Background: an optimization exercise with open tools, aiming at small area and a short achievable clock period. Do not read the settings as production practice. The RTL was checked by simulation tests, not by an equivalence proof against the original design. Power figures rest on the tool's default switching activity, not on a simulated workload.

$ cat config.mk
export PLATFORM = sky130hd
export DESIGN_NAME = FPU_Addition
export DESIGN_NICKNAME = FPU_Addition
export VERILOG_FILES = /design/flow/design.v
export SDC_FILE = /design/flow/constraint.sdc
export NUM_CORES = 4
export LEC_CHECK = 0
export CAP_MARGIN = 20
export CORE_MARGIN = 2
export CORE_UTILIZATION = 40
export CTS_BUF_LIST = sky130_fd_sc_hd__clkbuf_8
export CTS_CLUSTER_DIAMETER = 200
export CTS_CLUSTER_SIZE = 40
export SLEW_MARGIN = 20
$ cat constraint.sdc
create_clock -name core_clock -period 30.0 [get_ports {clk}]
set_input_delay 6.0000 -clock core_clock [delete_from_list [all_inputs] [get_ports {clk}]]
set_output_delay 6.0000 -clock core_clock [all_outputs]
set_load 0.01 [all_outputs]
$ cat design.v
module fpa_add #(parameter W = 25, parameter L = 5)
                (input [W-1:0] a,
                 input [W-1:0] b,
                 input cin,
                 output [W-1:0] s,
                 output cout);
    wire [W-1:0] g [0:L];
    wire [W-1:0] p [0:L];
    wire [W-1:0] p0 = a ^ b;
    assign g[0] = (a & b) | {{(W-1){1'b0}}, p0[0] & cin};
    assign p[0] = p0;
    genvar l, i;
    generate
        for (l = 0; l < L; l = l + 1) begin : lv
            for (i = 0; i < W; i = i + 1) begin : bt
                if ((i >> l) & 1) begin : cmb
                    localparam J = ((i >> l) << l) - 1;
                    assign g[l+1][i] = g[l][i] | (p[l][i] & g[l][J]);
                    assign p[l+1][i] = p[l][i] & p[l][J];
                end else begin : pas
                    assign g[l+1][i] = g[l][i];
                    assign p[l+1][i] = p[l][i];
                end
            end
        end
    endgenerate
    assign s = p0 ^ {g[L][W-2:0], cin};
    assign cout = g[L][W-1];
endmodule
module FPU_Addition #(parameter BITS=32)
                        (input [BITS-1:0]A,
                         input [BITS-1:0]B,
                         input clk,
                         output reg [BITS-1:0] result);
    wire [7:0] eA = A[30:23];
    wire [7:0] eB = B[30:23];
    wire [7:0] X;
    wire       comp;                              
    fpa_add #(8, 3) u_dab (.a(eA), .b(~eB), .cin(1'b1), .s(X), .cout(comp));
    wire [4:0] Xn = ~X[4:0] + 5'd1;
    wire [4:0] d = comp ? X[4:0] : Xn;
    wire       big = comp ? |X[7:5] : ~(&X[7:5] & |X[4:0]);
    wire [23:0] mL = comp ? {1'b1, A[22:0]} : {1'b1, B[22:0]};
    wire [23:0] mS = comp ? {1'b1, B[22:0]} : {1'b1, A[22:0]};
    wire [7:0]  eL = comp ? eA : eB;
    wire        sL = comp ? A[31] : B[31];
    wire        sub = A[31] ^ B[31];
    wire [23:0] s0 = d[0] ? {1'b0,  mS[23:1]} : mS;
    wire [23:0] s1 = d[1] ? {2'b0,  s0[23:2]} : s0;
    wire [23:0] s2 = d[2] ? {4'b0,  s1[23:4]} : s1;
    wire [23:0] s3 = d[3] ? {8'b0,  s2[23:8]} : s2;
    wire [23:0] s4 = d[4] ? {16'b0, s3[23:16]} : s3;
    wire [23:0] mSa = big ? 24'd0 : s4;
    wire [24:0] T;
    wire        tc;
    fpa_add #(25, 5) u_add (.a({1'b0, mL}), .b({1'b0, mSa} ^ {25{sub}}), .cin(sub),
                         .s(T), .cout(tc));
    wire [24:0] T_r = T;
    wire [7:0]  eL_r = eL;
    wire        sL_r = sL;
    wire [31:0] V = {T_r, 7'h7f};
    wire [15:0] v1;  wire [15:0] c1;
    wire [7:0]  v2;  wire [15:0] c2;
    wire [3:0]  v3;  wire [11:0] c3;
    wire [1:0]  v4;  wire [7:0]  c4;
    genvar q;
    generate
        for (q = 0; q < 16; q = q + 1) begin : l1
            assign v1[q] = V[2*q+1] | V[2*q];
            assign c1[q] = ~V[2*q+1];
        end
        for (q = 0; q < 8; q = q + 1) begin : l2
            assign v2[q] = v1[2*q+1] | v1[2*q];
            assign c2[2*q+1:2*q] = v1[2*q+1] ? {1'b0, c1[2*q+1]} : {1'b1, c1[2*q]};
        end
        for (q = 0; q < 4; q = q + 1) begin : l3
            assign v3[q] = v2[2*q+1] | v2[2*q];
            assign c3[3*q+2:3*q] = v2[2*q+1] ? {1'b0, c2[4*q+3:4*q+2]} : {1'b1, c2[4*q+1:4*q]};
        end
        for (q = 0; q < 2; q = q + 1) begin : l4
            assign v4[q] = v3[2*q+1] | v3[2*q];
            assign c4[4*q+3:4*q] = v3[2*q+1] ? {1'b0, c3[6*q+5:6*q+3]} : {1'b1, c3[6*q+2:6*q]};
        end
    endgenerate
    wire [4:0]  lz = v4[1] ? {1'b0, c4[7:4]} : {1'b1, c4[3:0]};
    wire [24:0] n4 = lz[4] ? {T_r[8:0], 16'd0} : T_r;
    wire [24:0] n3 = lz[3] ? {n4[16:0], 8'd0} : n4;
    wire [24:0] n2 = lz[2] ? {n3[20:0], 4'd0} : n3;
    wire [24:0] n1 = lz[1] ? {n2[22:0], 2'd0} : n2;
    wire [23:0] n0 = lz[0] ? n1[22:0] : n1[23:1];
    wire [6:0]  lo = {2'b0, eL_r[4:0]} + 7'd1 - {2'b0, lz};
    wire [2:0]  hi = lo[6] ? eL_r[7:5] - 3'd1 : eL_r[7:5] + {2'd0, lo[5]};
    wire [7:0]  expo = {hi, lo[4:0]};
    always @(posedge clk)
        result <= {sL_r, expo, n0[22:0]};
endmodule
$ cat flow/run.sh
#!/bin/bash
# Standard synthesis and layout with two changes: the port buffers are the
# small sky130_fd_sc_hd__buf_1 instead of the delay buffer buffer_ports picks
# by default, and the timing repair steps aim for extra setup slack (the
# margin in flow/margin.txt) so that they size and buffer the critical paths.
set -euo pipefail
MARGIN=$(cat flow/margin.txt)
bash standard.sh finish SETUP_SLACK_MARGIN=$MARGIN \
    "BUFFER_PORTS_ARGS=-buffer_cell sky130_fd_sc_hd__buf_1" > standard.log 2>&1
$ cat flow/margin.txt
14.8
$ cat standard.sh
#!/bin/bash
# synth_recipe.tcl (not shown) runs the flow's synth.tcl, then flattens the netlist and writes it again
# the make line also repeats each setting of config.mk as NAME=value (left out here)
make -C /OpenROAD-flow-scripts/flow DESIGN_CONFIG=/design/flow/config.mk WORK_HOME=/design/flow/orfs CLKGATE_MAP_FILE= SYNTH_SCRIPT=/design/flow/synth_recipe.tcl "${@:-finish}"
==> key figures, run 1 <==
Run status
  • Status: complete, no violations

Hold path
  • Hold Crit Start: B[30]
  • Hold crit path type: in2reg

CTS
  • Reg clk slew, reported paths: 0.06 ns
  • Num CTS Buffers: 5
  • CTS tree: built
  • # clock sinks: 32
  • Hold-fix buffers, CTS: 0
  • Maximum clock insertion buffer count: 2
  • H-tree levels: 2
  • Clock root buffer: clkbuf_8

Synthesis
  • Most common flop cell mapped by yosys: dfxtp_1
  • Synth Net Count: roughly 900
  • Number of synthesized flops with an enable pin: 0
  • Register area share after synthesis: 9.83%
  • Synth Cell Area: 6520 um2
  • Synth unique cells: 92
  • Mapped Cells: 785
  • Ys Warns: 3
  • FF+latch count, synth: 32
  • Mean post-synth cell area: a little over 8 um2
  • Post-synth ARST share: 0%

Timing
  • Max Freq: approximately 68 MHz
  • Hold Fails Final Rpt: 0
  • Setup violators final: 0
  • Fin Hold WS: 6.08 ns
  • Period utilization: 49.3%
  • Period minus WS final: 14.79 ns
  • Worst slew pin tran: 0.863 ns
  • RSZ-0062 raised after global routing: false
  • Worst slew margin: 42.3%
  • Setup tns final: 0 ns
  • Final Max Tran Viols: 0

Place
  • RD Place Congestion: 0.937
  • Port Buf Inserts: 96
  • HPWL after detailed placement: about 16 mm

Power and ir drop
  • Worst vdd ir: 54.3 uV
  • Leak pwr: ~0.0030 uW
  • Cell Pwr Density: about 96 nW/um2
  • Pwr Total: slightly above 700 uW

Worst setup path
  • Crit Path Max Fanout: 17
  • Crit path to: result[30]
  • Critical Path Max Stage Delay: around 0.67 ns
  • Buf/Inv on CP: 7
  • Crit path capture type: register
  • Critical path arrival: 15.02 ns
  • Worst setup SP type: input pin
  • Critical path type: in2reg
  • Worst Setup SP: A[23]
  • Worst path slowest cell: mux4_1
  • CP Data Required Time: 30.23 ns
  • Top delay family on crit path: compound AO/OA/AOI/OAI gates
  • CP Depth: around 40

Floorplan
  • Row count: 46
  • Die area: around 17000 um2
  • Chip height: 132 um
  • Placeable Area: between 15000 and 20000 um2
  • I/O pin total: a little under 100
  • Starting Density: 41.0%
  • Die width: 132 um

Global routing
  • Initial antenna violation count: 0
  • Largest net degree at the start of global routing: 49
  • Vias in the first global route: 6100
  • GRT Total Usage: 22.8%
  • First-pass GRT wire length: 32.3 mm
  • Remaining Overflow, GRT: 0

Detailed routing
  • Final WL: 21.1 mm
  • 1st-iter DRT viols: a little over 800
  • DRC violations left: 0
  • Drt pass-1 iters: 6
  • Final ANT Viol Nets: 0
  • Routed via count: about 7000
  • Vias/cell: 6.17
  • WL/cell: 19.2 um

Cells and area
  • Top reg by flops: result
  • Largest regs: result x32
  • Layout cells sized above 1: 17.4%
  • Final nets: 1000
  • Number of diodes: 0
  • Area delta synth->final: 16.1%
  • Max reg flops: 32
  • Filler cell count: 1584

Job
  • Max-Cap Viols: 0
-- placed cells by master, fill, tap and decap left out, drive strengths merged, types with 24 or more instances in the layout --
cell	count
o21ai	31
ha	40
nand2	80
nand3	28
mux2	32
a21oi	52
buf	130
dfxtp	32
inv	24
xnor2	41
nor2	43
mux2i	69
-- worst min path at each step --
stage / to / slack [ns] / depth (start not counted)
4_1_cts: result[30] / 6.08 / 3
3_3_place_gp: result[30] / 6.37 / 3
3_5_place_dp: result[9] / 6.38 / 1
6_report: result[30] / 6.08 / 3
2_1_floorplan: result[31] / 6.14 / 1
5_1_grt: result[30] / 6.11 / 3
-- synthesized netlist by cell type, types with 4 or more instances --
library cell,n,area (um2)
and3_1,7,43.8
a22oi_1,5,37.5
mux4_2,15,338
nand2_1,79,297
dfxtp_1,32,641
mux2_2,32,360
o21a_1,9,67.6
o21ai_1,4,20.0
or2_2,4,25.0
fa_1,11,220
buf_1,4,15.0
or3_1,11,68.8
inv_1,24,90.1
o211ai_1,5,37.5
a211oi_1,11,82.6
and2_1,7,43.8
a21o_1,15,113
nor3_1,13,65.1
nand2b_1,14,87.6
a32oi_1,4,35.0
xor2_1,16,140
xnor2_1,40,350
buf_2,14,70.1
mux2i_1,68,681
nand3_1,27,135
ha_1,40,500
a31oi_1,16,100
nor2_1,43,161
clkbuf_1,19,71.3
a21boi_0,4,30.0
o2111ai_1,5,43.8
o22ai_1,11,68.8
a21oi_1,49,245
mux4_1,6,158
nor2b_1,4,25.0
o21ai_0,27,135
o211a_1,5,50.1
-- layout make-up --
class | count | area, um2 | area share, %
multi-input cells | 687 | 5770 | 76.3
repair buffers | 132 | 678 | 8.96
flip-flops and latches | 32 | 641 | 8.46
well taps | 216 | 270 | 3.57
inverters | 26 | 114 | 1.50
clock buffers | 6 | 82.6 | 1.09
clock inverters | 2 | 10.0 | 0.132
-- routing by layer --
metal	up-vias	GRT usage (%)	part of all wire [%]
li1	3179	-	-
met1	3206	32.3	44
met2	350	36.4	45
met3	63	3.13	7.5
met4	0	5.56	2.7
met5	-	0	0
-- stage by stage --
step | std cells | utilization, % | cell area (um2) | worst slack [ns]
final | 1101 | 47.6 | 7570 | 15.21
after detailed placement | 1064 | 44.2 | 7030 | 13.33
after CTS | 1076 | 45.4 | 7210 | 14.89
after floorplan | 785 | - | 6520 | 15.35
after global routing | 1101 | 47.6 | 7570 | 14.77
after global placement | 1064 | 44.2 | 7030 | 13.45
-- report_power, final --
group	internal (uW)	leakage [uW]	switching [uW]
clock network	18.3	0.0000510	16.3
logic	238	0.00263	379
registers	67.6	0.000270	5.17
total	324	0.00295	401
-- what timing repair did --
item / CTS / global route
pin swaps: 3 / 6
cloned: 1 / 3
endpoints found under the setup margin: 3 / 3
gates resized for setup: 12 / 37
setup buffers: 3 / 22
-- cells by family (layout without fill, tap and decap cells) --
logic type,count (synthesis),count (layout),synth area share [%]
buf+inv,68,166,4.68
compound gates,221,222,24.8
flops,32,32,9.83
mux,121,122,23.6
fa+ha+maj,51,51,11.1
simple gates,234,234,17.9
xor+xnor,58,58,8.20
==> inputs of run 2 (changes only) <==
==> flow/margin.txt (replaced) <==
14
==> run 2 against run 1 <==
Worst hold slack worse by 0.0015 ns. Flip-flop and latch count unchanged. Critical path depth unchanged. Non-clock buffer count down 14. Setup slack worse by 0.54 ns. Clock power about the same. Power down 4.2%. Maximum frequency down 3.5%. Synthesized cell count unchanged. Global-route usage down 0.17 points. Sequential power about the same. Combinational power down 4.9%. Critical path type unchanged. Critical endpoint unchanged. Largest cell class unchanged. Largest power group unchanged.
==> key figures, run 2 <==
CTS
  • Maximum clock insertion buffer count: 2
  • Reg clk slew, reported paths: 0.06 ns
  • Clock root buffer: clkbuf_8
  • Num CTS Buffers: 5
  • # clock sinks: 32
  • CTS tree: built
  • H-tree levels: 2

Synthesis
  • Synth unique cells: ~90
  • Synth top cells by count: 79 x nand2_1, 68 x mux2i_1, 49 x a21oi_1
  • Synth top area cells: mux2i_1 10%, dfxtp_1 9.8%, ha_1 7.7%
  • Synth Net Count: approximately 900
  • Xor and xnor area share after synthesis: under 10%
  • Synth Cell Area: roughly 6500 um2
  • Post-Synth Simple-Gate Area: 17.9%
  • Mux cell area share after synthesis: about a quarter
  • Most common flop cell mapped by yosys: dfxtp_1
  • Synth top area share: 10.4%
  • Cell accounting for the most synthesized area: mux2i_1
  • Mapped Cells: 785
  • Post-Synth Adder-Cell Area: between 10% and 20%
  • Ys Warns: 3
  • Mean post-synth cell area: 8.30 um2
  • Most frequent cell after synthesis: nand2_1
  • FF+latch count, synth: 32
  • Register area share after synthesis: 9.83%
  • Largest family of logic cells by synthesized area: compound AO/OA/AOI/OAI gates
  • Synth Area in Compound Gates: 24.8%
  • Number of synthesized flops with an enable pin: 0
  • Post-synth ARST share: 0%

Hold path
  • Hold crit path type: in2reg

Global routing
  • Vias in the first global route: 6040
  • Largest net degree at the start of global routing: between 40 and 50
  • Remaining Overflow, GRT: 0
  • GRT Total Usage: 22.6%
  • Initial antenna violation count: 0
  • First-pass GRT wire length: 32.0 mm

Timing
  • Setup violators final: 0
  • Hold Fails Final Rpt: 0
  • RSZ-0062 raised after global routing: false
  • Period utilization: 51.1%
  • Max Freq: about 65 MHz
  • Setup tns final: 0 ns
  • Worst slew margin: approximately 32%
  • Worst slew pin tran: roughly 0.99 ns
  • Final Max Tran Viols: 0
  • Post-route worst setup slack: about 15 ns
  • Period minus WS final: 15.33 ns

Power and ir drop
  • Pwr Total: ~690 uW
  • Cell Int Power: 311 uW
  • Net Sw Frac: between 50% and 60%
  • Leak pwr: 0.00288 uW
  • P_sw: 383 uW
  • Part of the power in combinational logic: 84.6%
  • Cell Pwr Density: 95.3 nW/um2
  • Worst vdd ir: 54.5 uV
  • Clock power frac: 4.9%
  • Flop pwr share: between 10% and 20%

Detailed routing
  • WL/cell: 18.6 um
  • Final ANT Viol Nets: 0
  • Drt pass-1 iters: 6
  • Final WL: between 20 and 25 mm
  • Vias/cell: a little over 6
  • DRC violations left: 0
  • Routed via count: 6601
  • 1st-iter DRT viols: around 700

Floorplan
  • Starting Density: 41.0%
  • Placeable Area: 15900 um2
  • Row count: 46
  • Die width: 132 um
  • Die area: 17300 um2
  • I/O pin total: 97
  • Chip height: 132 um

Place
  • Port Buf Inserts: 96
  • Setup slack after placement: between 10 and 15 ns
  • RD Place Congestion: between 0.9 and 1
  • HPWL after detailed placement: 15.9 mm
  • Dpl cells: 1064

Worst setup path
  • Most used cell, CP: fa_1
  • Critical path type: in2reg
  • Crit path capture type: register
  • Crit Path Max Fanout: 18
  • Worst setup SP type: input pin
  • Critical path arrival: 15.56 ns
  • Critical Path Max Stage Delay: roughly 0.51 ns
  • CP Data Required Time: between 30 and 40 ns
  • Worst path slowest cell: fa_1

Job
  • Max-Cap Viols: 0

Cells and area
  • Final Core Density: a little under half
  • Register Area: 641 um2
  • Area delta synth->final: 11.7%
  • Leading cell types in the layout, fill and taps excluded: 96 x buf_1, 79 x nand2_1, 66 x mux2i_1
  • Commonest non-fill, non-tap cell in the layout: buf_1
  • Largest regs: result x32
  • Max reg flops: 32
  • Filler cell count: 1604
  • Final nets: 985
  • Layout Cells excl Fill: around 1100
  • Multi-input logic area: 5630 um2
  • Number of diodes: 0
  • Layout cells sized above 1: between 10% and 20%
  • Top reg by flops: result

Run status
  • Status: complete, no violations
-- run 2: power groups by stage --
| stage | clock network (uW) | registers (uW) | logic (uW) |
|---|---|---|---|
| finish | 34.3 | 72.8 | 587 |
| global route | 37.5 | 74.5 | 638 |
| CTS | 35.6 | 73.1 | 565 |
| detailed placement | 0 | 73.5 | 558 |
| global placement | 0 | 73.8 | 564 |
| floorplan | 0 | 85.8 | 409 |
-- run 2: worst paths after layout --
kind                  startpoint    endpoint  cells past startpoint
worst max-delay path       A[23]  result[30]                     41
worst min-delay path       B[30]  result[30]                      3
-- run 2: kinds of logic (layout without fill, tap and decap cells) --
family / after synthesis / count (layout)
AND/OR/NAND/NOR: 234 / 234
adder cells (fa/ha/maj): 51 / 51
flip-flops: 32 / 32
XOR/XNOR: 58 / 58
buffers and inverters: 68 / 152
AO/OA/AOI/OAI: 221 / 222
multiplexers: 121 / 121
-- run 2: routing by layer --
layer	vias up	wire, um	GRT usage, %
met1	3118	9280	32.3
li1	3145	-	-
met5	-	0	0
met2	297	9230	36.0
met4	0	420	5.56
met3	41	1320	2.93
-- run 2: what timing repair did --
action                     4_1_cts  5_1_grt
gates resized for setup          2        9
hold buffers                     0        0
buffers inserted                 0       13
pin swaps                        2        3
cloned                           1        0
setup endpoints to repair        2        3
-- run 2: metrics by stage --
stage | hold WS [ns] | area (um2)
2_1_floorplan | 6.14 | 6520
3_3_place_gp | 6.37 | 7030
3_5_place_dp | 6.38 | 7030
4_1_cts | 6.08 | 7140
5_1_grt | 6.11 | 7280
6_report | 6.08 | 7280
-- run 2: final cells by class --
class | instances | area share, %
well taps | 216 | 3.71
multi-input cells | 686 | 77.3
clock buffers | 6 | 1.13
flip-flops and latches | 32 | 8.80
clock inverters | 2 | 0.137
inverters | 26 | 1.37
repair buffers | 118 | 7.56
-- run 2: critical path: cells and delay by family --
family          cells  cell delay (ns)
compound gates     14             3.25
fa+ha+maj          10             3.33
buf+inv             6             0.54
xor+xnor            4             0.72
simple gates        7             1.70

-- static timing again, ports no longer ideal --
In the flow no input, the clock included, has a driving cell. The finished layouts below were timed again as built, in two steps.
Step 1 sets driving cells, clkbuf_16 on the clock port and buf_2 on the other inputs (assumed; they add their load-dependent delay and slew).
Step 2 also shifts input and output timing later by t, the mid clock arrival at the registers, as if the neighbouring blocks saw the same clock.
Slacks: ideal / step 1 / step 2; pairs: ideal / step 1.
| run | t (ns) | setup WS [ns] | worst hold slack (ns) |
|---|---|---|---|
| run 1 | 0.321 | 15.206 / 15.213 / 14.893 | 6.082 / 6.078 / 6.398 |
| run 2 | 0.321 | 14.668 / 14.675 / 14.354 | 6.081 / 6.076 / 6.397 |
After both steps setup and hold are still met in every run listed. For run 2, which loses most, drivers alone change the setup slack by +0.007 ns; drivers and shift together by -0.314 ns.
